Source: an optimization exercise on an open RTL-to-GDS flow (aim: small area and a short achievable clock period). Production flows keep margins and buffers that such runs may drop.
At most, simulation tests tie the RTL to the original design; equivalence was not proved.
The RTL of runs 1, 2 and 4 to 6 was laid out without a check of its function.
Power and IR drop assume default switching activity. No driver is modelled on the clock port, so clocking that relies on it looks cheaper here than on a real chip.

[design/flow/flow/run.sh]
#!/bin/bash
# Standard ORFS layout with three changes to how it is made:
#  - ports are buffered with buf_2 cells instead of the slow delay-cell default
#  - CTS clusters 30 sinks within 80 um and inserts no dummy loads
# Every tool's output goes to a log file of its own in this folder.
set -euo pipefail
export BUFFER_PORTS_ARGS="-buffer_cell sky130_fd_sc_hd__buf_2"
export CTS_ARGS="-sink_clustering_enable -repair_clock_nets -sink_clustering_size 30 -sink_clustering_max_diameter 80 -dont_use_dummy_load"
bash standard.sh > standard.log 2>&1
[design/flow/standard.sh]
#!/bin/bash
# synth_recipe.tcl (not shown) runs the flow's synth.tcl, then flattens the netlist and writes it again
# the make line also repeats each setting of config.mk as NAME=value (left out here)
make -C /OpenROAD-flow-scripts/flow DESIGN_CONFIG=/design/flow/config.mk WORK_HOME=/design/flow/orfs CLKGATE_MAP_FILE= SYNTH_SCRIPT=/design/flow/synth_recipe.tcl "${@:-finish}"
[design/flow/config.mk]
export PLATFORM = sky130hd
export DESIGN_NAME = fifo
export DESIGN_NICKNAME = fifo
export VERILOG_FILES = /design/flow/design.v
export SDC_FILE = /design/flow/constraint.sdc
export NUM_CORES = 4
export LEC_CHECK = 0
export CAP_MARGIN = 20
export CORE_MARGIN = 2
export CORE_UTILIZATION = 70
export CTS_CLUSTER_DIAMETER = 80
export CTS_CLUSTER_SIZE = 30
export SETUP_SLACK_MARGIN = 2.1
export SLEW_MARGIN = 20
export SYNTH_HIERARCHICAL = 1
export SYNTH_MINIMUM_KEEP_SIZE = 0
[design/flow/constraint.sdc]
create_clock -name core_clock -period 4.0 [get_ports {clk}]
set_input_delay 0.8000 -clock core_clock [delete_from_list [all_inputs] [get_ports {clk}]]
set_output_delay 0.8000 -clock core_clock [all_outputs]
set_load 0.01 [all_outputs]
[design/flow/design.v]
module fifo(
  input clk,
  input rst,
  input [7:0] buf_in,
  input wr_en,
  input rd_en,
  output reg [7:0] buf_out,
  output buf_empty,
  output reg buf_full,
  output [7:0] fifo_counter
);
  reg [5:0] wr_ptr;
  reg [7:0] rlo;
  reg [7:0] rhi;
  reg [6:0] count;
  reg not_empty;
  reg [7:0] mem_n [0:63];
  assign fifo_counter = {1'b0, count};
  assign buf_empty = ~not_empty;
  wire wa = wr_en & ~buf_full;
  wire ra = rd_en & not_empty;
  wire [7:0] wlo_n;
  wire [7:0] whi;
  fifo_dec3n u_wlo (.a(wr_ptr[2:0]), .y_n(wlo_n));
  fifo_dec3 u_whi (.a(wr_ptr[5:3]), .y(whi));
  wire [7:0] whi_n;
  wire [63:0] we;
  wire [63:0] rs_n;
  genvar g, b;
  generate
    for (g = 0; g < 8; g = g + 1) begin : gwhi
      fifo_nand3b u (.a_n(buf_full), .b(wr_en), .c(whi[g]), .y(whi_n[g]));
    end
    for (g = 0; g < 64; g = g + 1) begin : gdec
      fifo_nor2 u_we (.a(wlo_n[g % 8]), .b(whi_n[g / 8]), .y(we[g]));
      fifo_nand2 u_rs (.a(rlo[g % 8]), .b(rhi[g / 8]), .y(rs_n[g]));
    end
  endgenerate
  wire [7:0] rdata;
  generate
    for (b = 0; b < 8; b = b + 1) begin : gbit
      wire [63:0] col_n;
      for (g = 0; g < 64; g = g + 1) begin : gcol
        assign col_n[g] = mem_n[g][b];
      end
      fifo_sel64 u_sel (.s_n(rs_n), .d_n(col_n), .y(rdata[b]));
    end
  endgenerate
  wire [7:0] buf_in_n = ~buf_in;
  generate
    for (g = 0; g < 64; g = g + 1) begin : gmem
      always @(posedge clk)
        if (we[g])
          mem_n[g] <= buf_in_n;
    end
  endgenerate
  wire up = wa & ~ra;
  wire dn = ra & ~wa;
  wire [6:0] cnt_inc = count + 7'd1;
  wire [6:0] cnt_dec = count - 7'd1;
  wire [6:0] count_next;
  generate
    for (g = 0; g < 7; g = g + 1) begin : gcnt
      fifo_mux4 u (.a(count[g]), .b(cnt_dec[g]), .c(cnt_inc[g]), .d(cnt_inc[g]),
                   .s0(dn), .s1(up), .y(count_next[g]));
    end
  endgenerate
  always @(posedge clk or posedge rst) begin
    if (rst) begin
      wr_ptr <= 6'd0;
      rlo <= 8'b00000001;
      rhi <= 8'b00000001;
      count <= 7'd0;
      buf_out <= 8'd0;
      not_empty <= 1'b0;
      buf_full <= 1'b0;
    end else begin
      if (wa) wr_ptr <= wr_ptr + 6'd1;
      if (ra) begin
        rlo <= {rlo[6:0], rlo[7]};
        if (rlo[7]) rhi <= {rhi[6:0], rhi[7]};
        buf_out <= rdata;
      end
      count <= count_next;
      not_empty <= wr_en | (not_empty & (~rd_en | (count != 7'd1)));
      buf_full <= ~rd_en & (buf_full | (wr_en & (count == 7'd63)));
    end
  end
endmodule
module fifo_sel64(
  input [63:0] s_n,
  input [63:0] d_n,
  output y
);
  wire [31:0] p;      
  wire [15:0] q_n;
  wire [3:0] r;
  wire [1:0] t_n;
  genvar i;
  generate
    for (i = 0; i < 32; i = i + 1) begin : gp
      fifo_oai22 u (.a1(s_n[2*i]), .a2(d_n[2*i]), .b1(s_n[2*i+1]), .b2(d_n[2*i+1]), .y(p[i]));
    end
    for (i = 0; i < 16; i = i + 1) begin : gq
      fifo_nor2 u (.a(p[2*i]), .b(p[2*i+1]), .y(q_n[i]));
    end
    for (i = 0; i < 4; i = i + 1) begin : gr
      fifo_nand4 u (.a(q_n[4*i]), .b(q_n[4*i+1]), .c(q_n[4*i+2]), .d(q_n[4*i+3]), .y(r[i]));
    end
  endgenerate
  fifo_nor2 t0 (.a(r[0]), .b(r[1]), .y(t_n[0]));
  fifo_nor2 t1 (.a(r[2]), .b(r[3]), .y(t_n[1]));
  fifo_nand2 t2 (.a(t_n[0]), .b(t_n[1]), .y(y));
endmodule
module fifo_oai22(input a1, input a2, input b1, input b2, output y);
  assign y = ~((a1 | a2) & (b1 | b2));
endmodule
module fifo_nand4(input a, input b, input c, input d, output y);
  assign y = ~(a & b & c & d);
endmodule
module fifo_nand3b(input a_n, input b, input c, output y);
  assign y = ~(~a_n & b & c);
endmodule
module fifo_nand2(input a, input b, output y);
  assign y = ~(a & b);
endmodule
module fifo_nor2(input a, input b, output y);
  assign y = ~(a | b);
endmodule
module fifo_dec3n(input [2:0] a, output [7:0] y_n);
  assign y_n = ~(8'b1 << a);
endmodule
module fifo_dec3(input [2:0] a, output [7:0] y);
  assign y = 8'b1 << a;
endmodule
module fifo_mux4(input a, input b, input c, input d, input s0, input s1, output y);
  assign y = s1 ? (s0 ? d : c) : (s0 ? b : a);
endmodule
==> results.toml, run 1 <==
[global_route]
grt_max_degree = 65
overflow = 0
grt_util_all_layers_pct = 34.9
grt_pass1_wl_um = 76500
grt_pass1_vias = 11800
antenna_found_initial = 0

[floorplanning]
num_io_pins = 30
start_util_pct = 70.7
dieArea_mm2 = 0.0303
fp.dieW_um = 174
rows = 62
core_area_mm2 = 0.0286
die_h_um = 174

[yosys]
ys_warn_count = 8
avgSynthCellArea_um2 = 16.3
yosysUniqueCellTypes = 38
syn-cell-area_mm2 = 0.0202
synth_seq_cells = 551
syn_nets = 1256
synthCells = 1240
async_flop_share_pct = 7.08
synth_edf_count = 512
yosysSeqAreaShare_pct = 80.8
synth_ff_type = "edfxtp_1"

[power_and_ir_drop]
power_leakage_nw = 7.74
p_total_mw = 10.7
ir_worst_vdd_mv = 0.382
power.density_mw_per_mm2 = 453

[setup_path]
max_stage_delay_ps = 530
endpoint_kind = "register"
r2r_cells = 8
critical_path.top_delay_family = "simple AND/OR/NAND/NOR gates"
path_depth = 8
worst_path_max_delay_cell = "dfrtp_4"
arrival_ps = 2440
cp_cell_sequence = "buf_12 -> nand2_4 -> o22ai_1 -> nor2_1 -> nand4_1 -> nor2_2 -> nand2_1 -> mux2_2"
path_class = "reg -> reg"
startpoint_type = "register"
worst-path-buf-inv = 1
worst-path-max-fanout = 8
cp.required_ps = 4410

[timing]
tightestPinTransition_ps = 1010
hold_viol_final = 0
fmax_mhz = 494
rsz0062_at_grt = "true"
finClkSkew_ps = 29.7
slew_violations = 0
finalSetupViolations = 0
fin_crit_sh_pct = 50.6
fin_crit_ps = 2020
finalSetupTns_ps = 0
timing.slew.headroom_pct = 32.9
holdWs_ps = 349
setup_slack_ps = 1980

[placement]
place_inst = 1663
place_area_mm2 = 0.0210
dp_slack_ps = 1400
place_congestion = 0.879
hpwlAfterDp_um = 29900
numPortBuffers = 28

[drt]
route.vias.total = 12431
wirelength_um = 52800
drc_errors = 0
post_drt_wl_per_cell_um = 30.1
met3_length_um = 6000
highest_layer = "met4"
drtAntennaViolNets = 0
detailroute.wirelength.met2_um = 24300
via_per_inst = 7.08
wl_met1_um = 19900
first_iter_violations = 1715
first_pass_iters = 6

[clocking]
cts_htree_levels = 1
postCtsHoldBufs = 0
cts_sinks = 551
clk_latency_ps = 550
cts-root-buf = "clkbuf_16"
tritoncts = "yes"
cts.reportedPaths.clkPinSlew_ps = 110
clk_path_buf_depth = 3
cts_made_buffers = 22

[finish]
antennaDiodeCount = 0
final_common_cell = "edfxtp_1"
final_cell_area_mm2 = 0.0236
drive_above_1_share_pct = 28.4
stdcell_count = 1755
post-route-util_pct = 82.5
nets = 1389
synthToLayoutAreaGrowth_pct = 16.6
nFillCells = 1320
final_cell_mix = "edfxtp_1, o22ai_1, nor2_1"

[run_status]
status = "finished clean"

[flow_run]
drv_cap = 0

[min_path]
holdCritPathClass = "in -> async"
[synth_stat cells, types with 4 or more instances]
library cell	count	share of area (%)
edfxtp_1	512	76
o22ai_1	256	7.9
nor2_1	211	3.9
nand2_1	78	1.4
dfrtp_1	37	4.6
nand4_1	35	1.1
mux2_2	24	1.3
inv_1	13	0.24
nand3b_1	11	0.41
xnor2_1	10	0.43
mux4_2	7	0.78
nand3_1	6	0.15
ha_1	4	0.25
xor2_1	4	0.17
[state kept, by name, indices dropped and copies added, names as in the netlist]
signal	count
buf_full	1
not_empty	1
rhi	8
wr_ptr	6
buf_out	8
count	7
mem_n	512
rlo	8
[worst reg2reg max path: cells and delay by family (launching register included)]
| kind | cells | cell delay, ps |
|---|---|---|
| DFF | 1 | 530 |
| and+or+nand+nor | 5 | 820 |
| AOI/OAI and AO/OA | 1 | 90 |
| muxes | 1 | 270 |
| buffers and inverters | 1 | 170 |
[final timing paths]
check / startpoint / end / slack, ps
worst max-delay path: rlo[2] / buf_out[1] / 1980
worst max register to register: rlo[2] / buf_out[1] / 1980
min in group core_clock: rd_en / buf_full / 480
worst min register to register: buf_out[4] / buf_out[4] / 550
worst min-delay path: rst / count[3] / 350
max in group asynchronous: rst / rhi[7] / 3200
[per-module statistics from Yosys (local to each module, per instance), a selection]
module       flip-flops and latches  cell area [um2]  cells  times used
fifo                            551            17000    641           1
fifo_dec3                         0             65.1      8           1
fifo_dec3n                        0             60.1      8           1
fifo_mux4                         0             22.5      1           7
fifo_nand2                        0             3.75      1          72
fifo_nand3b                       0             7.51      1           8
fifo_nand4                        0             6.26      1          32
fifo_nor2                         0             3.75      1         208
fifo_oai22                        0             6.26      1         256
[logic make-up after synthesis]
| family | synth area share, % |
|---|---|
| simple gates | 7.85 |
| other cells | 0.0185 |
| buf+inv | 0.377 |
| fa+ha+maj | 0.247 |
| mux | 2.11 |
| flops | 80.8 |
| xor+xnor | 0.606 |
| compound gates | 8.01 |
[cell type report]
class,instances,area [um2],share of cell area (%)
Clock buffer,22,551,2.33
Tap cell,384,480,2.04
Inverter,13,48.8,0.207
Multi-Input combinational cell,672,5020,21.3
Sequential cell,551,16400,69.6
Timing Repair Buffer,113,1080,4.59
[timing repair]
| item | in CTS | in global routing |
|---|---|---|
| hold endpoints to repair | 0 | 0 |
| gates cloned | 0 | 0 |
| gates resized for setup | 303 | 79 |
| endpoints found under the setup margin | 551 | 398 |
| setup buffers | 59 | 11 |
| pin swaps | 46 | 30 |
[metal layers]
metal  GRT usage (%)  up-vias
met4            12.7        0
met3            6.98      165
met2            53.8      947
li1                -     5199
met5               0        -
met1            50.9     6120
[where the power goes]
group	switching, mW	internal [mW]	total [mW]
clock	1.54	0.994	2.54
combinational	0.915	0.480	1.39
sequential	0.210	6.56	6.77
total	2.67	8.03	10.7
==> run 2: changes to the inputs <==
--- a/design/flow/design.v
+++ b/design/flow/design.v
@@ -9,7 +9,8 @@
   output reg buf_full,
   output [7:0] fifo_counter
 );
-  reg [5:0] wr_ptr;
+  reg [7:0] wlo_n;
+  reg [7:0] whi;
   reg [7:0] rlo;
   reg [7:0] rhi;
   reg [6:0] count;
@@ -19,10 +20,6 @@
   assign buf_empty = ~not_empty;
   wire wa = wr_en & ~buf_full;
   wire ra = rd_en & not_empty;
-  wire [7:0] wlo_n;
-  wire [7:0] whi;
-  fifo_dec3n u_wlo (.a(wr_ptr[2:0]), .y_n(wlo_n));
-  fifo_dec3 u_whi (.a(wr_ptr[5:3]), .y(whi));
   wire [7:0] whi_n;
   wire [63:0] we;
   wire [63:0] rs_n;
@@ -67,7 +64,8 @@
   endgenerate
   always @(posedge clk or posedge rst) begin
     if (rst) begin
-      wr_ptr <= 6'd0;
+      wlo_n <= 8'b11111110;
+      whi <= 8'b00000001;
       rlo <= 8'b00000001;
       rhi <= 8'b00000001;
       count <= 7'd0;
@@ -75,7 +73,10 @@
       not_empty <= 1'b0;
       buf_full <= 1'b0;
     end else begin
-      if (wa) wr_ptr <= wr_ptr + 6'd1;
+      if (wa) begin
+        wlo_n <= {wlo_n[6:0], wlo_n[7]};
+        if (!wlo_n[7]) whi <= {whi[6:0], whi[7]};
+      end
       if (ra) begin
         rlo <= {rlo[6:0], rlo[7]};
         if (rlo[7]) rhi <= {rhi[6:0], rhi[7]};
@@ -127,12 +128,6 @@
 module fifo_nor2(input a, input b, output y);
   assign y = ~(a | b);
 endmodule
-module fifo_dec3n(input [2:0] a, output [7:0] y_n);
-  assign y_n = ~(8'b1 << a);
-endmodule
-module fifo_dec3(input [2:0] a, output [7:0] y);
-  assign y = 8'b1 << a;
-endmodule
 module fifo_mux4(input a, input b, input c, input d, input s0, input s1, output y);
   assign y = s1 ? (s0 ? d : c) : (s0 ? b : a);
 endmodule
==> results.toml, run 2 <==
[run_status]
status = "finished clean"

[placement]
hpwlAfterDp_um = 29500
numPortBuffers = 28
dp_slack_ps = 1410
place_congestion = 0.951

[drt]
post_drt_wl_per_cell_um = 29.5
drtAntennaViolNets = 0
via_per_inst = 6.97
route.vias.total = 12286
drc_errors = 0
wl_met1_um = 19300
highest_layer = "met4"
wirelength_um = 51900
met3_length_um = 6300
detailroute.wirelength.met2_um = 24200
first_pass_iters = 6
first_iter_violations = 1698

[yosys]
synth_edf_count = 512
syn_nets = 1256
synth_seq_cells = 561
ys_warn_count = 8
synth_compound_area_share_pct = 8.00
yosys.area_share.xor_xnor_pct = 0.385
synthCells = 1241
async_flop_share_pct = 8.73
yosysTopAreaCell = "edfxtp_1"
yosysMostFrequentCell = "edfxtp_1"
yosysUniqueCellTypes = 32
synthAdderAreaFrac_pct = 0.183
yosysSeqAreaShare_pct = 81.2
syn-cell-area_mm2 = 0.0205
synth_top_area_share_pct = 75.1
synthTopCellsByArea = "edfxtp_1, o22ai_1, dfrtp_1"
ys_top_cells_by_count = "edfxtp_1, o22ai_1, nor2_1, nand2_1, dfrtp_1"
avgSynthCellArea_um2 = 16.5
synth_top_family_by_area = "compound AO/OA/AOI/OAI gates"
synth_ff_type = "edfxtp_1"
synth-simple-area-share_pct = 7.04
synth_mux_area_share_pct = 2.81

[global_route]
grt_pass1_vias = 11515
grt_pass1_wl_um = 74900
antenna_found_initial = 0
grt_util_all_layers_pct = 34.0
grt_max_degree = 65
overflow = 0

[setup_path]
worst_path_max_delay_cell = "dfrtp_2"
startpoint_type = "register"
r2r-start = "rlo[7]"
worst-path-max-fanout = 6
r2r-end = "buf_out[3]"
cp.required_ps = 3200
critical_path.top_delay_family = "flip-flops"
arrival_ps = 1280
r2r_cells = 8
r2r_slack_ps = 1940
worst-path-buf-inv = 2
path_class = "reg -> out"
endpoint_kind = "primary output"
cp_cell_sequence = "buf_12 -> buf_2"
max_stage_delay_ps = 440

[finish]
synthToLayoutAreaGrowth_pct = 15.7
multi_input_area_mm2 = 0.00480
final_common_cell = "edfxtp_1"
antennaDiodeCount = 0
largest_register_ffs = 512
drive_above_1_share_pct = 28.9
nets = 1395
nFillCells = 1380
top_register = "mem_n"
ff_latch_area_mm2 = 0.0167
final_cell_mix = "edfxtp_1, o22ai_1, nor2_1"

[clocking]
cts-root-buf = "clkbuf_16"
postCtsHoldBufs = 0
clk_latency_ps = 560
cts_made_buffers = 22
cts_sinks = 561
cts_htree_levels = 1
clk_path_buf_depth = 3
cts.reportedPaths.clkPinSlew_ps = 100
tritoncts = "yes"

[timing]
finalSetupTns_ps = 0
setup_slack_ps = 1920
fin_crit_ps = 2080
rsz0062_at_grt = "true"
hold_viol_final = 0
timing.slew.headroom_pct = 30.7
slew_violations = 0
finalSetupViolations = 0
fmax_mhz = 482
finClkSkew_ps = 20.0
tightestPinTransition_ps = 1040
fin_crit_sh_pct = 51.9

[floorplanning]
rows = 62
num_io_pins = 30
fp.dieW_um = 175
start_util_pct = 71.1
die_h_um = 175
core_area_mm2 = 0.0288
dieArea_mm2 = 0.0306

[min_path]
holdCritPathClass = "in -> async"

[power_and_ir_drop]
ir_worst_vdd_mv = 0.498
power_leakage_nw = 7.78
power.density_mw_per_mm2 = 426

[flow_run]
drv_cap = 0
## run 2: changes by cell type in the layout (fill, tap and decap cells not counted), moves of 9 or more
| cell | delta |
|---|---|
| nand2_4 | -9 |
| nor2_1 | +12 |
| nor2_4 | -44 |
| nor2_2 | +32 |
| mux2_2 | +12 |
## run 2: how the worst max path moves through the flow
stage                  start      endpoint  slack (ps)  cells past startpoint
floorplan              wr_en      count[0]        2070                      4
global placement       wr_en  mem_n[36][0]        1500                      3
detailed placement     wr_en  mem_n[52][7]        1410                      3
CTS                 buf_full      buf_full        1930                      1
global route        buf_full  mem_n[22][6]        1880                      3
finish              buf_full      buf_full        1920                      2
## run 2: cell families (layout without fill, tap and decap cells)
family | Yosys count | after routing
flops | 561 | 561
xor+xnor | 9 | 9
fa+ha+maj | 3 | 3
compound gates | 262 | 262
other cells | 1 | 1
mux | 44 | 44
simple gates | 343 | 343
buf+inv | 18 | 155
## run 2: per-module statistics from Yosys, one instance, submodules excluded, a selection
| module | flip-flops and latches | cell area, um2 |
|---|---|---|
| fifo | 561 | 17400 |
| fifo_mux4 | 0 | 22.5 |
| fifo_nand2 | 0 | 3.75 |
| fifo_nand3b | 0 | 7.51 |
| fifo_nand4 | 0 | 6.26 |
| fifo_nor2 | 0 | 3.75 |
| fifo_oai22 | 0 | 6.26 |
## run 2: cell type report
type,count,share of cell area (%)
flip-flops and latches,561,70.4
repair buffers,119,4.71
multi-input cells,662,20.3
well taps,384,2.03
clock buffers,22,2.32
inverters,14,0.238
## run 2: metal layers
| metal | vias to the layer above | GRT usage [%] |
|---|---|---|
| li1 | 5195 | - |
| met1 | 5939 | 51.7 |
| met2 | 991 | 51.9 |
| met3 | 161 | 5.55 |
| met4 | 0 | 11.5 |
| met5 | - | 0 |
## run 2: timing repair
action | 4_1_cts | 5_1_grt
hold endpoints to repair | 0 | 0
gates cloned | 0 | 0
buffers inserted | 42 | 34
pin swaps | 52 | 58
setup endpoints to repair | 514 | 416
gates resized for setup | 230 | 102
## run 2: stage by stage
step           power, mW  area [um2]  util, %  instances  hold WS, ps
4_1_cts             10.0       22800     79.4       1727          482
3_3_place_gp        7.43       21200     73.6       1663          486
2_1_floorplan       7.08       20500        -       1241          490
6_report            10.1       23700     82.3       1762          199
3_5_place_dp        7.44       21200     73.6       1663          498
5_1_grt             10.3       23700     82.3       1762          208
## run 2: report_power, final
| part | total [mW] | internal, mW | switching (mW) |
|---|---|---|---|
| Clock | 2.53 | 0.993 | 1.54 |
| Combinational | 0.690 | 0.331 | 0.359 |
| Sequential | 6.85 | 6.49 | 0.363 |
| Total | 10.1 | 7.82 | 2.26 |
==> run 3: changes to the inputs <==
--- a/design/flow/design.v
+++ b/design/flow/design.v
@@ -9,8 +9,7 @@
   output reg buf_full,
   output [7:0] fifo_counter
 );
-  reg [7:0] wlo_n;
-  reg [7:0] whi;
+  reg [5:0] wr_ptr;
   reg [7:0] rlo;
   reg [7:0] rhi;
   reg [6:0] count;
@@ -20,6 +19,8 @@
   assign buf_empty = ~not_empty;
   wire wa = wr_en & ~buf_full;
   wire ra = rd_en & not_empty;
+  wire [7:0] wlo_n = ~(8'b1 << wr_ptr[2:0]);
+  wire [7:0] whi = 8'b1 << wr_ptr[5:3];
   wire [7:0] whi_n;
   wire [63:0] we;
   wire [63:0] rs_n;
@@ -51,21 +52,9 @@
           mem_n[g] <= buf_in_n;
     end
   endgenerate
-  wire up = wa & ~ra;
-  wire dn = ra & ~wa;
-  wire [6:0] cnt_inc = count + 7'd1;
-  wire [6:0] cnt_dec = count - 7'd1;
-  wire [6:0] count_next;
-  generate
-    for (g = 0; g < 7; g = g + 1) begin : gcnt
-      fifo_mux4 u (.a(count[g]), .b(cnt_dec[g]), .c(cnt_inc[g]), .d(cnt_inc[g]),
-                   .s0(dn), .s1(up), .y(count_next[g]));
-    end
-  endgenerate
   always @(posedge clk or posedge rst) begin
     if (rst) begin
-      wlo_n <= 8'b11111110;
-      whi <= 8'b00000001;
+      wr_ptr <= 6'd0;
       rlo <= 8'b00000001;
       rhi <= 8'b00000001;
       count <= 7'd0;
@@ -73,16 +62,14 @@
       not_empty <= 1'b0;
       buf_full <= 1'b0;
     end else begin
-      if (wa) begin
-        wlo_n <= {wlo_n[6:0], wlo_n[7]};
-        if (!wlo_n[7]) whi <= {whi[6:0], whi[7]};
-      end
+      if (wa) wr_ptr <= wr_ptr + 6'd1;
       if (ra) begin
         rlo <= {rlo[6:0], rlo[7]};
         if (rlo[7]) rhi <= {rhi[6:0], rhi[7]};
         buf_out <= rdata;
       end
-      count <= count_next;
+      if (wa & ~ra) count <= count + 7'd1;
+      else if (ra & ~wa) count <= count - 7'd1;
       not_empty <= wr_en | (not_empty & (~rd_en | (count != 7'd1)));
       buf_full <= ~rd_en & (buf_full | (wr_en & (count == 7'd63)));
     end
@@ -128,6 +115,3 @@
 module fifo_nor2(input a, input b, output y);
   assign y = ~(a | b);
 endmodule
-module fifo_mux4(input a, input b, input c, input d, input s0, input s1, output y);
-  assign y = s1 ? (s0 ? d : c) : (s0 ? b : a);
-endmodule
--- a/design/flow/config.mk
+++ b/design/flow/config.mk
@@ -7,10 +7,10 @@
 export LEC_CHECK = 0
 export CAP_MARGIN = 20
 export CORE_MARGIN = 2
-export CORE_UTILIZATION = 70
+export CORE_UTILIZATION = 60
 export CTS_CLUSTER_DIAMETER = 80
 export CTS_CLUSTER_SIZE = 30
-export SETUP_SLACK_MARGIN = 2.1
+export SETUP_SLACK_MARGIN = 1.9
 export SLEW_MARGIN = 20
 export SYNTH_HIERARCHICAL = 1
 export SYNTH_MINIMUM_KEEP_SIZE = 0
==> results.toml, run 3 <==
[floorplanning]
dieArea_mm2 = 0.0351
core_area_mm2 = 0.0334
num_io_pins = 30
start_util_pct = 60.5
fp.dieW_um = 187
die_h_um = 187
rows = 67

[setup_path]
max_stage_delay_ps = 680
path_depth = 3
worst_path_max_delay_cell = "nor2_1"
r2r_slack_ps = 1740
worst-path-max-fanout = 10
r2r_cells = 3
cp_cell_sequence = "and3_1 -> nand3b_1 -> nor2_1"
cp.required_ps = 4210
arrival_ps = 2470
crit_end = "mem_n[63][3]"
critical_path.top_delay_family = "simple AND/OR/NAND/NOR gates"
r2r-end = "mem_n[63][3]"
startpoint_type = "register"
worst-path-buf-inv = 0
startpoint = "wr_ptr[3]"
endpoint_kind = "register"
r2r-start = "wr_ptr[3]"
path_class = "reg -> reg"

[clocking]
cts.reportedPaths.clkPinSlew_ps = 110
cts_sinks = 551
postCtsHoldBufs = 0
cts_htree_levels = 1
clk_latency_ps = 570
cts-root-buf = "clkbuf_16"
tritoncts = "yes"
cts_made_buffers = 23
clk_path_buf_depth = 3

[global_route]
overflow = 0
grt_max_degree = 65
grt_pass1_vias = 11132
grt_util_all_layers_pct = 28.5
antenna_found_initial = 0
grt_pass1_wl_um = 72200

[yosys]
synthAdderAreaFrac_pct = 0.620
synth-simple-area-share_pct = 7.69
synth_top_area_share_pct = 76.2
yosysSeqAreaShare_pct = 81.0
yosysMostFrequentCell = "edfxtp_1"
synth_mux_area_share_pct = 1.33
synthCells = 1250
async_flop_share_pct = 7.08
ys_top_cells_by_count = "edfxtp_1, o22ai_1, nor2_1, nand2_1, dfrtp_1"
yosys.area_share.xor_xnor_pct = 0.477
syn-cell-area_mm2 = 0.0202
synth_compound_area_share_pct = 8.27
yosysTopAreaCell = "edfxtp_1"
synth_ff_type = "edfxtp_1"
avgSynthCellArea_um2 = 16.1
yosysUniqueCellTypes = 38
syn_nets = 1272
synth_edf_count = 512
ys_warn_count = 8
synthTopCellsByArea = "edfxtp_1, o22ai_1, dfrtp_1"
synth_top_family_by_area = "compound AO/OA/AOI/OAI gates"
synth_seq_cells = 551

[timing]
rsz0062_at_grt = "true"
finClkSkew_ps = 38.4
holdWs_ps = 334
finalSetupTns_ps = 0
tightestPinTransition_ps = 985
fin_crit_sh_pct = 56.4
fin_crit_ps = 2260
slew_violations = 0
fmax_mhz = 443
timing.slew.headroom_pct = 34.3
setup_slack_ps = 1740
hold_viol_final = 0
finalSetupViolations = 0

[placement]
place_inst = 1732
numPortBuffers = 28
hpwlAfterDp_um = 31000
place_congestion = 0.892
dp_slack_ps = 1360

[power_and_ir_drop]
p_total_mw = 10.4
power_leakage_nw = 7.10
ir_worst_vdd_mv = 0.363
power.density_mw_per_mm2 = 463

[flow_run]
drv_cap = 0

[drt]
first_iter_violations = 1356
drc_errors = 0
post_drt_wl_per_cell_um = 28.0
wirelength_um = 50300
first_pass_iters = 5
drtAntennaViolNets = 0
route.vias.total = 11696
via_per_inst = 6.51

[finish]
top_register = "mem_n"
drive_above_1_share_pct = 21.9
nets = 1374
largest_register_ffs = 512
synthToLayoutAreaGrowth_pct = 11.5
stdcell_count = 1798
antennaDiodeCount = 0
final_common_cell = "edfxtp_1"
final_cell_mix = "edfxtp_1, o22ai_1, nor2_1"

[run_status]
status = "finished clean"

[min_path]
holdCritPathClass = "in -> async"
[run 3: area by class of cell]
type	instances	area, um2
inverter	17	67.6
fill	2408	10900
clock buffer	23	576
timing repair buffer	86	688
sequential	551	16400
multi-input combinational	673	4210
tap	448	561
[run 3: Yosys stat by module, one instance, submodules excluded, excerpt]
module,cells,flops+latches,area (um2),times used
fifo_nand4,1,0,6.26,32
fifo_nand2,1,0,3.75,72
fifo,674,551,17300,1
fifo_nor2,1,0,3.75,208
fifo_nand3b,1,0,7.51,8
fifo_oai22,1,0,6.26,256
[run 3: cell families (layout without fill, tap and decap cells)]
kind of cell,Yosys count,after routing
other,1,1
buffers and inverters,26,126
AND/OR/NAND/NOR,362,362
XOR/XNOR,11,11
AO/OA/AOI/OAI,265,265
multiplexers,24,24
flip-flops,551,551
adder cells (fa/ha/maj),10,10
[run 3: where the power goes]
group,switching (mW),internal [mW],leakage [nW],total [mW]
Combinational,0.767,0.295,1.73,1.06
Sequential,0.187,6.55,5.09,6.73
Clock,1.58,1.04,0.283,2.62
[run 3: per-layer routing]
layer / share of wire (%) / routed length (um) / GRT usage, % / vias to the layer above
met5: 0 / 0 / 0 / -
met2: 47 / 23800 / 45.5 / 546
met3: 7.5 / 3760 / 2.91 / 98
li1: - / - / - / 5145
met1: 42 / 20900 / 42.0 / 5907
met4: 3.5 / 1760 / 9.90 / 0
[run 3: worst register-to-register path, stage by stage (launching register included)]
cell and delay (ps):
dfrtp_1 590, and3_1 220, nand3b_1 430, nor2_1 680
[run 3: repair_timing]
| item | CTS | global route |
|---|---|---|
| setup endpoints to repair | 444 | 468 |
| gates resized for setup | 110 | 73 |
| buffers inserted | 0 | 43 |
| pin swaps | 0 | 8 |
[run 3: metrics by stage]
step / utilization [%] / instance area, um2
final: 67.4 / 22500
after CTS: 65.4 / 21800
after floorplan: - / 20200
after detailed placement: 62.9 / 21000
after global routing: 67.4 / 22500
after global placement: 62.9 / 21000
[run 3: worst min path at each step]
stage | startpoint | to | slack (ps)
CTS | rst | rlo[1] | 350
finish | rst | count[4] | 330
detailed placement | count[5] | count[5] | 520
global placement | count[5] | count[5] | 510
floorplan | rlo[0] | rlo[0] | 490
global route | rst | count[6] | 390
==> run 4: changes to the inputs <==
--- a/design/flow/design.v
+++ b/design/flow/design.v
@@ -9,25 +9,27 @@
   output reg buf_full,
   output [7:0] fifo_counter
 );
-  reg [5:0] wr_ptr;
+  reg [7:0] wlo_n;
+  reg [7:0] whi;
   reg [7:0] rlo;
   reg [7:0] rhi;
   reg [6:0] count;
+  reg full;
   reg not_empty;
+  reg [6:0] count_o;
+  reg not_empty_o;
   reg [7:0] mem_n [0:63];
-  assign fifo_counter = {1'b0, count};
-  assign buf_empty = ~not_empty;
-  wire wa = wr_en & ~buf_full;
+  assign fifo_counter = {1'b0, count_o};
+  assign buf_empty = ~not_empty_o;
+  wire wa = wr_en & ~full;
   wire ra = rd_en & not_empty;
-  wire [7:0] wlo_n = ~(8'b1 << wr_ptr[2:0]);
-  wire [7:0] whi = 8'b1 << wr_ptr[5:3];
   wire [7:0] whi_n;
   wire [63:0] we;
   wire [63:0] rs_n;
   genvar g, b;
   generate
     for (g = 0; g < 8; g = g + 1) begin : gwhi
-      fifo_nand3b u (.a_n(buf_full), .b(wr_en), .c(whi[g]), .y(whi_n[g]));
+      fifo_nand3b u (.a_n(full), .b(wr_en), .c(whi[g]), .y(whi_n[g]));
     end
     for (g = 0; g < 64; g = g + 1) begin : gdec
       fifo_nor2 u_we (.a(wlo_n[g % 8]), .b(whi_n[g / 8]), .y(we[g]));
@@ -52,26 +54,56 @@
           mem_n[g] <= buf_in_n;
     end
   endgenerate
+  wire up = wa & ~ra;
+  wire dn = ra & ~wa;
+  wire [6:0] cnt_inc = count + 7'd1;
+  wire [6:0] cnt_dec = count - 7'd1;
+  wire [6:0] count_next;
+  wire [6:0] count_o_next;
+  generate
+    for (g = 0; g < 7; g = g + 1) begin : gcnt
+      fifo_mux4 u (.a(count[g]), .b(cnt_dec[g]), .c(cnt_inc[g]), .d(cnt_inc[g]),
+                   .s0(dn), .s1(up), .y(count_next[g]));
+      fifo_mux4 u_o (.a(count[g]), .b(cnt_dec[g]), .c(cnt_inc[g]), .d(cnt_inc[g]),
+                     .s0(dn), .s1(up), .y(count_o_next[g]));
+    end
+  endgenerate
+  wire c63 = (count == 7'd63);
+  wire ne1 = (count != 7'd1);
+  wire full_next, ne_next, full_o_next, ne_o_next;
+  fifo_flags u_flags (.wr_en(wr_en), .rd_en(rd_en), .full(full), .ne(not_empty),
+                      .c63(c63), .ne1(ne1), .full_next(full_next), .ne_next(ne_next));
+  fifo_flags u_flags_o (.wr_en(wr_en), .rd_en(rd_en), .full(full), .ne(not_empty),
+                        .c63(c63), .ne1(ne1), .full_next(full_o_next), .ne_next(ne_o_next));
   always @(posedge clk or posedge rst) begin
     if (rst) begin
-      wr_ptr <= 6'd0;
+      wlo_n <= 8'b11111110;
+      whi <= 8'b00000001;
       rlo <= 8'b00000001;
       rhi <= 8'b00000001;
       count <= 7'd0;
+      count_o <= 7'd0;
       buf_out <= 8'd0;
       not_empty <= 1'b0;
+      not_empty_o <= 1'b0;
+      full <= 1'b0;
       buf_full <= 1'b0;
     end else begin
-      if (wa) wr_ptr <= wr_ptr + 6'd1;
+      if (wa) begin
+        wlo_n <= {wlo_n[6:0], wlo_n[7]};
+        if (!wlo_n[7]) whi <= {whi[6:0], whi[7]};
+      end
       if (ra) begin
         rlo <= {rlo[6:0], rlo[7]};
         if (rlo[7]) rhi <= {rhi[6:0], rhi[7]};
         buf_out <= rdata;
       end
-      if (wa & ~ra) count <= count + 7'd1;
-      else if (ra & ~wa) count <= count - 7'd1;
-      not_empty <= wr_en | (not_empty & (~rd_en | (count != 7'd1)));
-      buf_full <= ~rd_en & (buf_full | (wr_en & (count == 7'd63)));
+      count <= count_next;
+      count_o <= count_o_next;
+      not_empty <= ne_next;
+      not_empty_o <= ne_o_next;
+      full <= full_next;
+      buf_full <= full_o_next;
     end
   end
 endmodule
@@ -115,3 +147,11 @@
 module fifo_nor2(input a, input b, output y);
   assign y = ~(a | b);
 endmodule
+module fifo_mux4(input a, input b, input c, input d, input s0, input s1, output y);
+  assign y = s1 ? (s0 ? d : c) : (s0 ? b : a);
+endmodule
+module fifo_flags(input wr_en, input rd_en, input full, input ne, input c63, input ne1,
+                  output full_next, output ne_next);
+  assign full_next = ~rd_en & (full | (wr_en & c63));
+  assign ne_next = wr_en | (ne & (~rd_en | ne1));
+endmodule
--- a/design/flow/config.mk
+++ b/design/flow/config.mk
@@ -7,10 +7,10 @@
 export LEC_CHECK = 0
 export CAP_MARGIN = 20
 export CORE_MARGIN = 2
-export CORE_UTILIZATION = 60
+export CORE_UTILIZATION = 70
 export CTS_CLUSTER_DIAMETER = 80
 export CTS_CLUSTER_SIZE = 30
-export SETUP_SLACK_MARGIN = 1.9
+export SETUP_SLACK_MARGIN = 2.0
 export SLEW_MARGIN = 20
 export SYNTH_HIERARCHICAL = 1
 export SYNTH_MINIMUM_KEEP_SIZE = 0
==> results.toml, run 4 <==
[clocking]
cts.reportedPaths.clkPinSlew_ps = 110
cts_made_buffers = 23
cts_htree_levels = 1
cts-root-buf = "clkbuf_16"
tritoncts = "yes"
clk_latency_ps = 570
cts_sinks = 570
clk_path_buf_depth = 3
postCtsHoldBufs = 0

[timing]
holdWs_ps = 465
timing.slew.headroom_pct = 37.3
slew_violations = 0
hold_viol_final = 0
fin_crit_ps = 2090
rsz0062_at_grt = "true"
fmax_mhz = 479
finClkSkew_ps = 36.0
tightestPinTransition_ps = 940
finalSetupViolations = 0
finalSetupTns_ps = 0
fin_crit_sh_pct = 52.2

[yosys]
yosysUniqueCellTypes = 29
synth_edf_count = 512
synthTopCellsByArea = "edfxtp_1, o22ai_1, dfrtp_1"
yosysTopAreaCell = "edfxtp_1"
synth_seq_cells = 570
async_flop_share_pct = 10.2
yosysMostFrequentCell = "edfxtp_1"
synth_top_area_share_pct = 73.6
syn_nets = 1277
synth_ff_type = "edfxtp_1"
ys_top_cells_by_count = "edfxtp_1, o22ai_1, nor2_1, nand2_1, dfrtp_1"
ys_warn_count = 8
synthCells = 1262
syn-cell-area_mm2 = 0.0209
yosysSeqAreaShare_pct = 80.6
avgSynthCellArea_um2 = 16.5

[setup_path]
cp.required_ps = 4450
r2r-end = "buf_out[5]"
startpoint_type = "register"
path_class = "reg -> reg"
endpoint_kind = "register"
r2r_slack_ps = 1910
r2r_cells = 8
r2r-start = "rlo[3]"
arrival_ps = 2540
worst-path-max-fanout = 8

[drt]
post_drt_wl_per_cell_um = 30.4
via_per_inst = 7.15
drtAntennaViolNets = 0
first_pass_iters = 5
wirelength_um = 53200
route.vias.total = 12527
first_iter_violations = 2140
drc_errors = 0

[global_route]
antenna_found_initial = 0
overflow = 0
grt_pass1_wl_um = 73300
grt_util_all_layers_pct = 32.9
grt_pass1_vias = 11391
grt_max_degree = 59

[flow_run]
drv_cap = 0

[placement]
hpwlAfterDp_um = 31400
numPortBuffers = 28
place_area_mm2 = 0.0216
place_congestion = 1.01

[floorplanning]
start_util_pct = 70.8
core_area_mm2 = 0.0295
die_h_um = 177
dieArea_mm2 = 0.0312
rows = 63
num_io_pins = 30
fp.dieW_um = 177

[power_and_ir_drop]
ir_worst_vdd_mv = 0.520
power_leakage_nw = 7.90
p_total_mw = 9.85
power.density_mw_per_mm2 = 418

[finish]
final_cell_mix = "edfxtp_1, o22ai_1, nor2_1"
post-route-util_pct = 79.9
antennaDiodeCount = 0
nets = 1380
nFillCells = 1563
final_common_cell = "edfxtp_1"
drive_above_1_share_pct = 23.3
largest_register_ffs = 512
final_cell_area_mm2 = 0.0235
synthToLayoutAreaGrowth_pct = 12.8
top_register = "mem_n"

[min_path]
holdCritPathClass = "in -> async"

[run_status]
status = "finished clean"
## run 4: cell count changes in the layout (fill, tap and decap cells not counted), moves of 16 or more
cell and change:
mux2_1 +16, nand2_4 +22, nand2_2 -35, nand2_8 +19
nor2_4 -18
## run 4: routing by layer
layer | GRT usage (%) | wire [um]
met5 | 0 | 0
met4 | 8.20 | 1890
met3 | 6.38 | 6190
met2 | 52.4 | 25400
met1 | 48.3 | 19800
## run 4: Yosys stat by module (local to each module, per instance), a selection
module	cells	flip-flops and latches	cell area (um2)	copies in the design
fifo	664	570	17600	1
fifo_flags	4	0	22.5	2
fifo_mux4	1	0	22.5	14
fifo_nand2	1	0	3.75	72
fifo_nand3b	1	0	7.51	8
fifo_nand4	1	0	6.26	32
fifo_nor2	1	0	3.75	208
fifo_oai22	1	0	6.26	256
## run 4: logic make-up after synthesis
| family | count (synthesis) | share of synthesized area [%] |
|---|---|---|
| other | 1 | 0.0180 |
| adders and majority gates | 3 | 0.180 |
| and+or+nand+nor | 346 | 6.90 |
| buffers and inverters | 18 | 0.425 |
| muxes | 53 | 3.61 |
| xor gates and xnor gates | 9 | 0.377 |
| DFF | 570 | 80.6 |
| AOI/OAI and AO/OA | 262 | 7.84 |
## run 4: how the worst max path moves through the flow
stage | start | endpoint | slack [ps] | depth (start not counted)
after floorplan | wr_en | count[0] | 1870 | 4
after global placement | wr_en | mem_n[54][2] | 1410 | 3
after detailed placement | wr_en | mem_n[23][0] | 1350 | 3
after CTS | rlo[5] | buf_out[4] | 1910 | 7
after global routing | wr_en | mem_n[46][7] | 1840 | 3
final | rlo[3] | buf_out[5] | 1910 | 8
## run 4: layout make-up
cell class                      count  area, um2  share of cell area [%]
Sequential cell                   570      16900                    71.7
Multi-Input combinational cell    674       4790                    20.3
Timing Repair Buffer               83        752                    3.19
Clock buffer                       23        576                    2.44
Tap cell                          390        488                    2.07
Inverter                           13       53.8                   0.228
## run 4: power by group
part           total (mW)  internal (mW)  leakage (nW)  switching (mW)
Sequential           6.64           6.55          5.31          0.0941
Clock                2.65           1.04         0.283            1.61
Combinational       0.557          0.253          2.31           0.304
Total                9.85           7.84          7.90            2.01
## run 4: timing repair
action | in CTS | in global routing
pin swaps | 6 | 58
setup buffers | 4 | 35
setup endpoints to repair | 534 | 492
resized for setup | 80 | 176
cloned | 0 | 0
## run 4: through the flow
stage / instances / worst slack [ps]
floorplan: 1262 / 1870
global placement: 1691 / 1410
detailed placement: 1691 / 1350
CTS: 1718 / 1910
global route: 1753 / 1840
finish: 1753 / 1910
## run 4: critical path, cell delays in order (launching register included)
cell and delay (ps):
dfrtp_4 570, buf_12 180, nand2_8 90, o22ai_1 110, nor2_1 150, nand4_1 200
nor2_2 260, nand2_1 120, mux2_4 290
==> run 5: changes to the inputs <==
--- a/design/flow/config.mk
+++ b/design/flow/config.mk
@@ -10,7 +10,7 @@
 export CORE_UTILIZATION = 70
 export CTS_CLUSTER_DIAMETER = 80
 export CTS_CLUSTER_SIZE = 30
-export SETUP_SLACK_MARGIN = 2.0
+export SETUP_SLACK_MARGIN = 2.2
 export SLEW_MARGIN = 20
 export SYNTH_HIERARCHICAL = 1
 export SYNTH_MINIMUM_KEEP_SIZE = 0
==> results.toml, run 5 <==
[finish]
final_cell_mix = "edfxtp_1, o22ai_1, nor2_1"
final_cell_area_mm2 = 0.0250
final_common_cell = "edfxtp_1"
antennaDiodeCount = 0
largest_register_ffs = 512
nets = 1431
synthToLayoutAreaGrowth_pct = 19.9
drive_above_1_share_pct = 33.8
top_register = "mem_n"

[clocking]
postCtsHoldBufs = 0
cts.reportedPaths.clkPinSlew_ps = 110
cts_made_buffers = 23
clk_path_buf_depth = 3
cts_htree_levels = 1
clk_latency_ps = 570
cts_sinks = 570
cts-root-buf = "clkbuf_16"
tritoncts = "yes"

[placement]
place_congestion = 0.902
hpwlAfterDp_um = 29900
place_area_mm2 = 0.0216
numPortBuffers = 28

[flow_run]
drv_cap = 0

[yosys]
yosysSeqAreaShare_pct = 80.6
synthTopCellsByArea = "edfxtp_1, o22ai_1, dfrtp_1"
synthCells = 1262
ys_warn_count = 8
synth_ff_type = "edfxtp_1"
async_flop_share_pct = 10.2
synth_edf_count = 512
syn-cell-area_mm2 = 0.0209
synth_top_area_share_pct = 73.6
yosysUniqueCellTypes = 29
synth_seq_cells = 570
avgSynthCellArea_um2 = 16.5
yosysTopAreaCell = "edfxtp_1"
yosysMostFrequentCell = "edfxtp_1"
syn_nets = 1277
ys_top_cells_by_count = "edfxtp_1, o22ai_1, nor2_1, nand2_1, dfrtp_1"

[setup_path]
endpoint_kind = "register"
crit_top_cell = "nor2_2"
startpoint_type = "register"
path_class = "reg -> reg"
r2r_cells = 8
r2r_slack_ps = 1920
cp.required_ps = 4460
worst-path-max-fanout = 8
r2r-start = "rhi[7]"
worst_path_max_delay_cell = "dfrtp_4"
max_stage_delay_ps = 580
arrival_ps = 2540
r2r-end = "buf_out[3]"
cp_cell_sequence = "buf_12 -> nand2_8 -> o22ai_2 -> nor2_2 -> nand4_1 -> nor2_2 -> nand2_1 -> mux2_4"

[timing]
timing.slew.headroom_pct = 20.3
finalSetupViolations = 0
fin_crit_sh_pct = 51.9
slew_violations = 0
hold_viol_final = 0
rsz0062_at_grt = "true"
tightestPinTransition_ps = 1200
finClkSkew_ps = 31.5
finalSetupTns_ps = 0
fmax_mhz = 481
fin_crit_ps = 2080

[power_and_ir_drop]
comb_power_share_pct = 6.6
power_leakage_nw = 8.22
clkPwrFrac_pct = 26.8
p_int_mw = 7.90
power.switching_mw = 2.06
ir_worst_vdd_mv = 0.371
seqPwrFrac_pct = 66.6
power.density_mw_per_mm2 = 398
sw_frac_of_total_pct = 20.7

[global_route]
grt_pass1_vias = 12110
grt_util_all_layers_pct = 33.6
grt_pass1_wl_um = 75200
overflow = 0
antenna_found_initial = 0
grt_max_degree = 65

[floorplanning]
core_area_mm2 = 0.0295
die_h_um = 177
num_io_pins = 30
rows = 63
start_util_pct = 70.8
dieArea_mm2 = 0.0312
fp.dieW_um = 177

[drt]
via_per_inst = 7.14
wirelength_um = 55000
first_iter_violations = 1957
route.vias.total = 12876
post_drt_wl_per_cell_um = 30.5
drc_errors = 0
drtAntennaViolNets = 0
first_pass_iters = 5

[run_status]
status = "finished clean"

[min_path]
holdCritPathClass = "in -> async"
==> run 5: worst max-delay path: cells and delay by family, from the launching register on <==
kind	cells	cell delay, ps
AOI/OAI and AO/OA	1	90
buffers and inverters	1	190
DFF	1	580
muxes	1	280
and+or+nand+nor	5	820
==> run 5: repair_timing <==
item	in CTS	in global routing
endpoints found under the setup margin	594	365
pin swaps	65	81
resized for setup	302	154
cloned	2	0
buffers inserted	47	47
==> run 5: area by class of cell <==
type / count / area, um2
Multi-Input combinational cell: 674 / 5630
Tap cell: 390 / 488
Clock buffer: 23 / 576
Timing Repair inverter: 2 / 12.5
Fill cell: 1306 / 4440
Sequential cell: 570 / 16900
Inverter: 13 / 82.6
Timing Repair Buffer: 132 / 1350
==> run 5: logic make-up (layout without fill, tap and decap cells) <==
kind of cell	count (synthesis)	in the layout	share of synthesized area [%]
AOI/OAI and AO/OA	262	262	7.84
xor gates and xnor gates	9	9	0.377
adders and majority gates	3	3	0.180
buffers and inverters	18	170	0.425
DFF	570	570	80.6
muxes	53	53	3.61
other	1	1	0.0180
and+or+nand+nor	346	346	6.90
==> run 5: power groups by stage <==
stage / Clock [mW] / Sequential [mW] / Combinational, mW
after global routing: 2.86 / 6.65 / 0.719
after detailed placement: 0 / 6.78 / 0.554
final: 2.67 / 6.64 / 0.658
after CTS: 2.65 / 6.63 / 0.590
after floorplan: 0 / 6.76 / 0.406
after global placement: 0 / 6.78 / 0.538
==> run 5: metrics by stage <==
stage	instances	power (mW)	hold slack (ps)	util [%]	setup slack, ps
finish	1804	9.97	412	84.9	1920
global route	1804	10.2	477	84.9	1880
CTS	1757	9.87	433	80.7	1950
detailed placement	1685	7.33	492	73.3	1400
global placement	1685	7.32	490	73.3	1460
floorplan	1262	7.16	490	-	1870
==> run 5: routing by layer <==
metal / wire length (um) / global-route usage, %
met3: 6300 / 5.43
met1: 19000 / 46.7
met2: 26400 / 54.4
met4: 3310 / 14.3
met5: 0 / 0
==> run 5: per-module statistics from Yosys, one instance, submodules excluded, excerpt <==
module | flip-flops and latches | times used | cell area (um2)
fifo | 570 | 1 | 17600
fifo_flags | 0 | 2 | 22.5
fifo_mux4 | 0 | 14 | 22.5
fifo_nand2 | 0 | 72 | 3.75
fifo_nand3b | 0 | 8 | 7.51
fifo_nand4 | 0 | 32 | 6.26
fifo_nor2 | 0 | 208 | 3.75
fifo_oai22 | 0 | 256 | 6.26
==> run 5: worst max-delay path by stage <==
stage / startpoint / end / slack, ps / cells after the start
floorplan: wr_en / count[0] / 1870 / 4
global placement: wr_en / mem_n[38][2] / 1460 / 3
detailed placement: wr_en / mem_n[38][2] / 1400 / 3
CTS: rlo[4] / buf_out[7] / 1950 / 7
global route: rlo[4] / buf_out[2] / 1880 / 9
finish: rhi[7] / buf_out[3] / 1920 / 8
==> run 6: changes to the inputs <==
==> design/flow/run.sh (new file) <==
#!/bin/bash
# synth_recipe.tcl (not shown) runs the flow's synth.tcl, then flattens the netlist and writes it again
# the make line also repeats each setting of config.mk as NAME=value (left out here)
make -C /OpenROAD-flow-scripts/flow DESIGN_CONFIG=/design/flow/config.mk WORK_HOME=/design/flow/orfs CLKGATE_MAP_FILE= SYNTH_SCRIPT=/design/flow/synth_recipe.tcl finish
--- a/design/flow/config.mk
+++ b/design/flow/config.mk
@@ -7,10 +7,10 @@
 export LEC_CHECK = 0
 export CAP_MARGIN = 20
 export CORE_MARGIN = 2
-export CORE_UTILIZATION = 70
+export CORE_UTILIZATION = 60
 export CTS_CLUSTER_DIAMETER = 80
 export CTS_CLUSTER_SIZE = 30
-export SETUP_SLACK_MARGIN = 2.2
+export SETUP_SLACK_MARGIN = 1.9
 export SLEW_MARGIN = 20
 export SYNTH_HIERARCHICAL = 1
 export SYNTH_MINIMUM_KEEP_SIZE = 0
removed: design/flow/flow/run.sh
removed: design/flow/standard.sh
==> results.toml, run 6 <==
[drt]
first_iter_violations = 1491
drtAntennaViolNets = 0
via_per_inst = 6.48
route.vias.total = 11887
wirelength_um = 52300
post_drt_wl_per_cell_um = 28.5
first_pass_iters = 5
drc_errors = 0

[clocking]
cts_htree_levels = 1
clk_latency_ps = 600
tritoncts = "yes"
cts.reportedPaths.clkPinSlew_ps = 110
cts_sinks = 570
clk_path_buf_depth = 3
cts_made_buffers = 26
cts-root-buf = "clkbuf_16"
postCtsHoldBufs = 0

[min_path]
holdCritPathClass = "reg -> reg"
hp-start = "buf_out[2]"

[yosys]
yosysSeqAreaShare_pct = 80.6
synthCells = 1262
yosysUniqueCellTypes = 29
syn_nets = 1277
yosysMostFrequentCell = "edfxtp_1"
synthTopCellsByArea = "edfxtp_1, o22ai_1, dfrtp_1"
synth_seq_cells = 570
avgSynthCellArea_um2 = 16.5
synth_edf_count = 512
yosysTopAreaCell = "edfxtp_1"
ys_warn_count = 8
syn-cell-area_mm2 = 0.0209
synth_top_area_share_pct = 73.6
async_flop_share_pct = 10.2
synth_ff_type = "edfxtp_1"
ys_top_cells_by_count = "edfxtp_1, o22ai_1, nor2_1, nand2_1, dfrtp_1"

[power_and_ir_drop]
power.density_mw_per_mm2 = 442
sw_frac_of_total_pct = 21.7
power_leakage_nw = 7.69
seqPwrFrac_pct = 63.9
clkPwrFrac_pct = 30.5
ir_worst_vdd_mv = 0.413
comb_power_share_pct = 5.6
power.switching_mw = 2.26
p_int_mw = 8.14

[timing]
finalSetupTns_ps = 0
fin_crit_ps = 2150
finClkSkew_ps = 19.8
hold_viol_final = 0
finalSetupViolations = 0
rsz0062_at_grt = "true"
slew_violations = 0
fmax_mhz = 466
timing.slew.headroom_pct = 30.1
tightestPinTransition_ps = 1050
fin_crit_sh_pct = 53.7

[global_route]
grt_max_degree = 65
grt_pass1_vias = 11352
antenna_found_initial = 0
overflow = 0
grt_pass1_wl_um = 74500
grt_util_all_layers_pct = 28.9

[run_status]
status = "finished clean"

[setup_path]
startpoint_type = "register"
startpoint = "rlo[5]"
cp_cell_sequence = "nand2_2 -> o22ai_1 -> nor2_1 -> nand4_1 -> nor2_4 -> nand2_2 -> mux2_1"
worst-path-max-fanout = 10
worst_path_max_delay_cell = "dfrtp_2"
cp.required_ps = 4480
path_class = "reg -> reg"
max_stage_delay_ps = 630
crit_top_cell = "nand2_2"
r2r-start = "rlo[5]"
arrival_ps = 2630
r2r_slack_ps = 1850
endpoint_kind = "register"

[floorplanning]
die_h_um = 191
rows = 68
fp.dieW_um = 191
num_io_pins = 30
core_area_mm2 = 0.0344
dieArea_mm2 = 0.0363
start_util_pct = 60.7

[finish]
final_cell_mix = "edfxtp_1, o22ai_1, nor2_1"
antennaDiodeCount = 0
final_common_cell = "edfxtp_1"
largest_register_ffs = 512
post-route-util_pct = 68.5
synthToLayoutAreaGrowth_pct = 12.7
top_register = "mem_n"
nets = 1377
drive_above_1_share_pct = 21.3

[placement]
hpwlAfterDp_um = 31400
place_congestion = 0.933
numPortBuffers = 28

[flow_run]
drv_cap = 0
[run 6: cell count changes in the layout (fill, tap and decap cells not counted), moves of 22 or more]
| cell | change |
|---|---|
| buf_12 | -22 |
| buf_2 | -26 |
| nand2_2 | +36 |
| nand2_8 | -36 |
| nor2_1 | +37 |
| nor2_2 | -36 |
| o22ai_1 | +56 |
| o22ai_2 | -44 |
[run 6: cells by family (layout without fill, tap and decap cells)]
group	count (synthesis)	after routing	share of synthesized area, %
muxes	53	53	3.61
AOI/OAI and AO/OA	262	262	7.84
DFF	570	570	80.6
other	1	1	0.0180
xor gates and xnor gates	9	9	0.377
and+or+nand+nor	346	346	6.90
buffers and inverters	18	136	0.425
adders and majority gates	3	3	0.180
[run 6: layout make-up]
type | count | area (um2)
sequential | 570 | 16900
fill | 2349 | 10800
multi-input combinational | 674 | 4460
timing repair buffer | 77 | 719
clock buffer | 33 | 698
tap | 455 | 569
clock inverter | 13 | 149
inverter | 13 | 65.1
[run 6: routing by layer]
layer	GRT usage, %	share of wire (%)
met3	4.71	8.7
met4	8.53	3.2
met1	41.9	40
met5	0	0
met2	46.1	48
[run 6: path summary, 6_finish.rpt]
| path | endpoint | depth (start not counted) |
|---|---|---|
| setup / recovery | buf_out[7] | 7 |
| hold / removal | buf_out[2] | 1 |
| setup reg to reg | buf_out[7] | 7 |
| hold reg to reg | buf_out[2] | 1 |
| max in group asynchronous | rlo[3] | 3 |
| min in group asynchronous | not_empty_o | 2 |
[run 6: repair_timing]
| item | 4_1_cts | 5_1_grt |
|---|---|---|
| gates resized for setup | 103 | 113 |
| endpoints found under the setup margin | 562 | 492 |
| buffers inserted | 5 | 32 |
| pin swaps | 3 | 26 |
[run 6: Yosys stat by module, one instance, submodules excluded, a selection]
module	copies in the design	cells
fifo_nor2	208	1
fifo_nand4	32	1
fifo_nand2	72	1
fifo_mux4	14	1
fifo_oai22	256	1
fifo	1	664
fifo_nand3b	8	1
fifo_flags	2	4
[run 6: power groups by stage]
stage,logic (mW),registers [mW],clock network (mW)
4_1_cts,0.582,6.64,3.21
6_report,0.578,6.64,3.17
3_3_place_gp,0.591,6.78,0
5_1_grt,0.641,6.66,3.43
2_1_floorplan,0.405,6.76,0
3_5_place_dp,0.606,6.78,0
[run 6: critical path, delay by kind of cell, from the launching register on]
family           cells  cell delay, ps
AO/OA/AOI/OAI        1             140
flip-flops           1             630
multiplexers         1             290
AND/OR/NAND/NOR      5             960
[run 6: through the flow]
stage | instance area, um2 | power, mW | hold WS (ps) | setup slack [ps] | cells
floorplan | 20900 | 7.16 | 490 | 1870 | 1262
global placement | 21800 | 7.37 | 499 | 1060 | 1752
finish | 23500 | 10.4 | 519 | 1850 | 1835
CTS | 22900 | 10.4 | 516 | 1670 | 1803
detailed placement | 21800 | 7.38 | 487 | 998 | 1752
global route | 23500 | 10.7 | 560 | 1850 | 1835
==> run 7: changes to the inputs <==
--- a/design/flow/design.v
+++ b/design/flow/design.v
@@ -36,14 +36,17 @@
       fifo_nand2 u_rs (.a(rlo[g % 8]), .b(rhi[g / 8]), .y(rs_n[g]));
     end
   endgenerate
-  wire [7:0] rdata;
+  wire [7:0] buf_out_next;
+  wire ra_n = ~ra;
   generate
     for (b = 0; b < 8; b = b + 1) begin : gbit
       wire [63:0] col_n;
       for (g = 0; g < 64; g = g + 1) begin : gcol
         assign col_n[g] = mem_n[g][b];
       end
-      fifo_sel64 u_sel (.s_n(rs_n), .d_n(col_n), .y(rdata[b]));
+      wire [3:0] r;
+      fifo_sel64 u_sel (.s_n(rs_n), .d_n(col_n), .r(r));
+      fifo_outsel u_out (.r(r), .ra(ra), .ra_n(ra_n), .q(buf_out[b]), .y(buf_out_next[b]));
     end
   endgenerate
   wire [7:0] buf_in_n = ~buf_in;
@@ -96,8 +99,8 @@
       if (ra) begin
         rlo <= {rlo[6:0], rlo[7]};
         if (rlo[7]) rhi <= {rhi[6:0], rhi[7]};
-        buf_out <= rdata;
       end
+      buf_out <= buf_out_next;
       count <= count_next;
       count_o <= count_o_next;
       not_empty <= ne_next;
@@ -110,12 +113,10 @@
 module fifo_sel64(
   input [63:0] s_n,
   input [63:0] d_n,
-  output y
+  output [3:0] r
 );
   wire [31:0] p;      
   wire [15:0] q_n;
-  wire [3:0] r;
-  wire [1:0] t_n;
   genvar i;
   generate
     for (i = 0; i < 32; i = i + 1) begin : gp
@@ -128,9 +129,25 @@
       fifo_nand4 u (.a(q_n[4*i]), .b(q_n[4*i+1]), .c(q_n[4*i+2]), .d(q_n[4*i+3]), .y(r[i]));
     end
   endgenerate
-  fifo_nor2 t0 (.a(r[0]), .b(r[1]), .y(t_n[0]));
-  fifo_nor2 t1 (.a(r[2]), .b(r[3]), .y(t_n[1]));
-  fifo_nand2 t2 (.a(t_n[0]), .b(t_n[1]), .y(y));
+endmodule
+module fifo_outsel(
+  input [3:0] r,
+  input ra,
+  input ra_n,
+  input q,
+  output y
+);
+  wire t0_n, t1_n, t2_n;
+  fifo_oai21 u0 (.a1(r[0]), .a2(r[1]), .b1(ra), .y(t0_n));
+  fifo_oai21 u1 (.a1(r[2]), .a2(r[3]), .b1(ra), .y(t1_n));
+  fifo_nand2 u2 (.a(ra_n), .b(q), .y(t2_n));
+  fifo_nand3 u3 (.a(t0_n), .b(t1_n), .c(t2_n), .y(y));
+endmodule
+module fifo_oai21(input a1, input a2, input b1, output y);
+  assign y = ~((a1 | a2) & b1);
+endmodule
+module fifo_nand3(input a, input b, input c, output y);
+  assign y = ~(a & b & c);
 endmodule
 module fifo_oai22(input a1, input a2, input b1, input b2, output y);
   assign y = ~((a1 | a2) & (b1 | b2));
==> results.toml, run 7 <==
[setup_path]
r2r-start = "rlo[5]"
r2r-end = "buf_out[6]"
startpoint_type = "primary input"
path_class = "in -> reg"
cp.required_ps = 4240
max_stage_delay_ps = 650
worst-path-max-fanout = 10
r2r_cells = 6
endpoint_kind = "register"
startpoint = "wr_en"
r2r_slack_ps = 1940
arrival_ps = 2330
worst_path_max_delay_cell = "nor2_1"
cp_cell_sequence = "clkdlybuf4s15_2 -> nand3b_1 -> nor2_1"

[clocking]
clk_path_buf_depth = 3
cts_made_buffers = 26
cts-root-buf = "clkbuf_16"
cts_sinks = 570
cts.reportedPaths.clkPinSlew_ps = 110
cts_htree_levels = 1
tritoncts = "yes"
clk_latency_ps = 590

[run_status]
status = "finished clean"

[power_and_ir_drop]
p_total_mw = 10.4
power.density_mw_per_mm2 = 454
ir_worst_vdd_mv = 0.448
power_leakage_nw = 7.28

[global_route]
grt_pass1_wl_um = 76000
antenna_found_initial = 0
overflow = 0
use_met3_pct = 4.56
grt_util_all_layers_pct = 29.3
grt_pass1_vias = 11523
grtUsageMet2_pct = 44.8
top_usage_layer = "met2"
use_met1_pct = 44.2
grt_max_degree = 65

[placement]
numPortBuffers = 28
place_inst = 1756
place_congestion = 0.918
hpwlAfterDp_um = 31600

[drt]
post_drt_wl_per_cell_um = 28.7
first_iter_violations = 1476
route.vias.total = 12016
first_pass_iters = 5
drc_errors = 0
drtAntennaViolNets = 0
wirelength_um = 52100
via_per_inst = 6.62

[timing]
hold_viol_final = 0
rsz0062_at_grt = "true"
finalSetupTns_ps = 0
finClkSkew_ps = 19.9
holdWs_ps = 529
fin_crit_ps = 2100
finalSetupViolations = 0
fin_crit_sh_pct = 52.4
slew_violations = 0
fmax_mhz = 477
timing.slew.headroom_pct = 32.2
tightestPinTransition_ps = 1020

[yosys]
syn_nets = 1278
synthTopCellsByArea = "edfxtp_1, o22ai_1, dfrtp_1"
synth_top_area_share_pct = 73.7
ys_top_cells_by_count = "edfxtp_1, o22ai_1, nor2_1, nand2_1, dfrtp_1"
synthCells = 1263
synth_ff_type = "edfxtp_1"
synth_edf_count = 512
syn-cell-area_mm2 = 0.0209
ys_warn_count = 8
avgSynthCellArea_um2 = 16.5
yosysTopAreaCell = "edfxtp_1"
synth_seq_cells = 570
yosysUniqueCellTypes = 30
async_flop_share_pct = 10.2
yosysMostFrequentCell = "edfxtp_1"
yosysSeqAreaShare_pct = 80.7

[min_path]
worstHoldEndpoint = "buf_full"
hp-start = "rd_en"
hold_depth = 2
holdCritPathClass = "in -> reg"

[flow_run]
drv_cap = 0

[floorplanning]
die_h_um = 190
num_io_pins = 30
fp.dieW_um = 190
start_util_pct = 60.7
dieArea_mm2 = 0.0363
rows = 68
core_area_mm2 = 0.0344

[finish]
ff_latch_area_mm2 = 0.0168
final_cell_mix = "edfxtp_1, o22ai_1, nor2_1"
drive_above_1_share_pct = 16.2
stdcell_count = 1816
top_register = "mem_n"
multi_input_area_mm2 = 0.00411
synthToLayoutAreaGrowth_pct = 9.90
antennaDiodeCount = 0
final_common_cell = "edfxtp_1"
largest_register_ffs = 512
nets = 1356
nFillCells = 2368
-- run 7: per-stage QoR --
| step | setup WS (ps) | cell area, um2 | utilization [%] |
|---|---|---|---|
| floorplan | 1860 | 20900 | - |
| global placement | 664 | 21800 | 63.5 |
| detailed placement | 651 | 21800 | 63.5 |
| CTS | 1900 | 22900 | 66.7 |
| global route | 1880 | 22900 | 66.7 |
| finish | 1900 | 22900 | 66.7 |
-- run 7: logic make-up after synthesis --
kind of cell | Yosys count | synth area share [%]
AOI/OAI and AO/OA | 278 | 8.24
xor gates and xnor gates | 8 | 0.336
adders and majority gates | 3 | 0.180
buffers and inverters | 19 | 0.426
DFF | 570 | 80.7
muxes | 45 | 3.19
other | 1 | 0.0180
and+or+nand+nor | 339 | 6.86
-- run 7: layout make-up --
cell class / count / area share (%)
Sequential cell: 570 / 73.5
Tap cell: 455 / 2.48
Inverter: 14 / 0.306
Clock inverter: 13 / 0.732
Clock buffer: 35 / 2.99
Timing Repair Buffer: 55 / 2.03
Multi-Input combinational cell: 674 / 17.9
-- run 7: critical path, delay by kind of cell --
kind                   cells  cell delay, ps
buffers and inverters      1             460
and+or+nand+nor            2            1060
-- run 7: worst max path at each step --
stage          slack (ps)         endpoint  depth (start not counted)
3_3_place_gp          660       count_o[4]                          4
2_1_floorplan        1860         count[0]                          4
4_1_cts              1900  fifo_counter[6]                          1
5_1_grt              1880       buf_out[7]                          6
6_report             1900     mem_n[45][6]                          3
3_5_place_dp          650         count[3]                          4
-- run 7: where the power goes --
part           internal, mW  switching, mW  total (mW)
registers              6.55         0.0938        6.65
clock network          1.30           1.86        3.16
logic                 0.271          0.324       0.595
total                  8.12           2.28        10.4
-- run 7: repair_timing --
action,4_1_cts,5_1_grt
endpoints found under the hold margin,0,0
setup endpoints to repair,580,117
hold buffers,0,0
resized for setup,100,21
pin swaps,7,0
setup buffers,12,0
-- run 7: routing by layer --
metal,vias up,share of wire [%]
li1,5201,-
met5,-,0
met2,649,45
met3,113,8.8
met1,6053,42
met4,0,3.6
-- run 7: Yosys stat by module, one instance, submodules excluded, a selection --
module | times used | cells inside | area, um2 | flops+latches
fifo_flags | 2 | 4 | 22.5 | 0
fifo_mux4 | 14 | 1 | 22.5 | 0
fifo_nand2 | 72 | 1 | 3.75 | 0
fifo_nand3 | 8 | 1 | 5.00 | 0
fifo_oai21 | 16 | 1 | 5.00 | 0
fifo_oai22 | 256 | 1 | 6.26 | 0

## afterwards: timing with drivers on the ports
Ports are ideal in the flow. The routed layouts listed here were re-timed in OpenROAD.
Step 1 assumes that a clkbuf_16 drives the clock port and a buf_2 every other input.
Step 2 moves the port delays by t, midway between the first and last clock arrival at a register: inputs arrive t later, outputs are due t later. That takes back most of the time a late clock gives input paths.
a / b / c = no drivers / after step 1 / after step 2; a / b = the first two.
| run | t (ns) | setup WS [ns] | worst setup path at the end |
|---|---|---|---|
| run 1 | 0.591 | 1.977 / 1.976 / 1.613 | input to register |
| run 2 | 0.608 | 1.924 / 1.870 / 1.498 | input to register |
| run 3 | 0.607 | 1.745 / 1.745 / 1.382 | input to register |
| run 4 | 0.604 | 1.913 / 1.913 / 1.352 | input to register |
| run 5 | 0.611 | 1.923 / 1.923 / 1.610 | input to register |
| run 6 | 0.638 | 1.853 / 1.853 / 1.365 | input to register |
| run 7 | 0.635 | 1.904 / 1.888 / 1.273 | input to register |
After both steps every run listed still meets setup and hold. For run 7, which loses most, drivers alone change the setup slack by -0.016 ns; drivers and shift together by -0.631 ns.
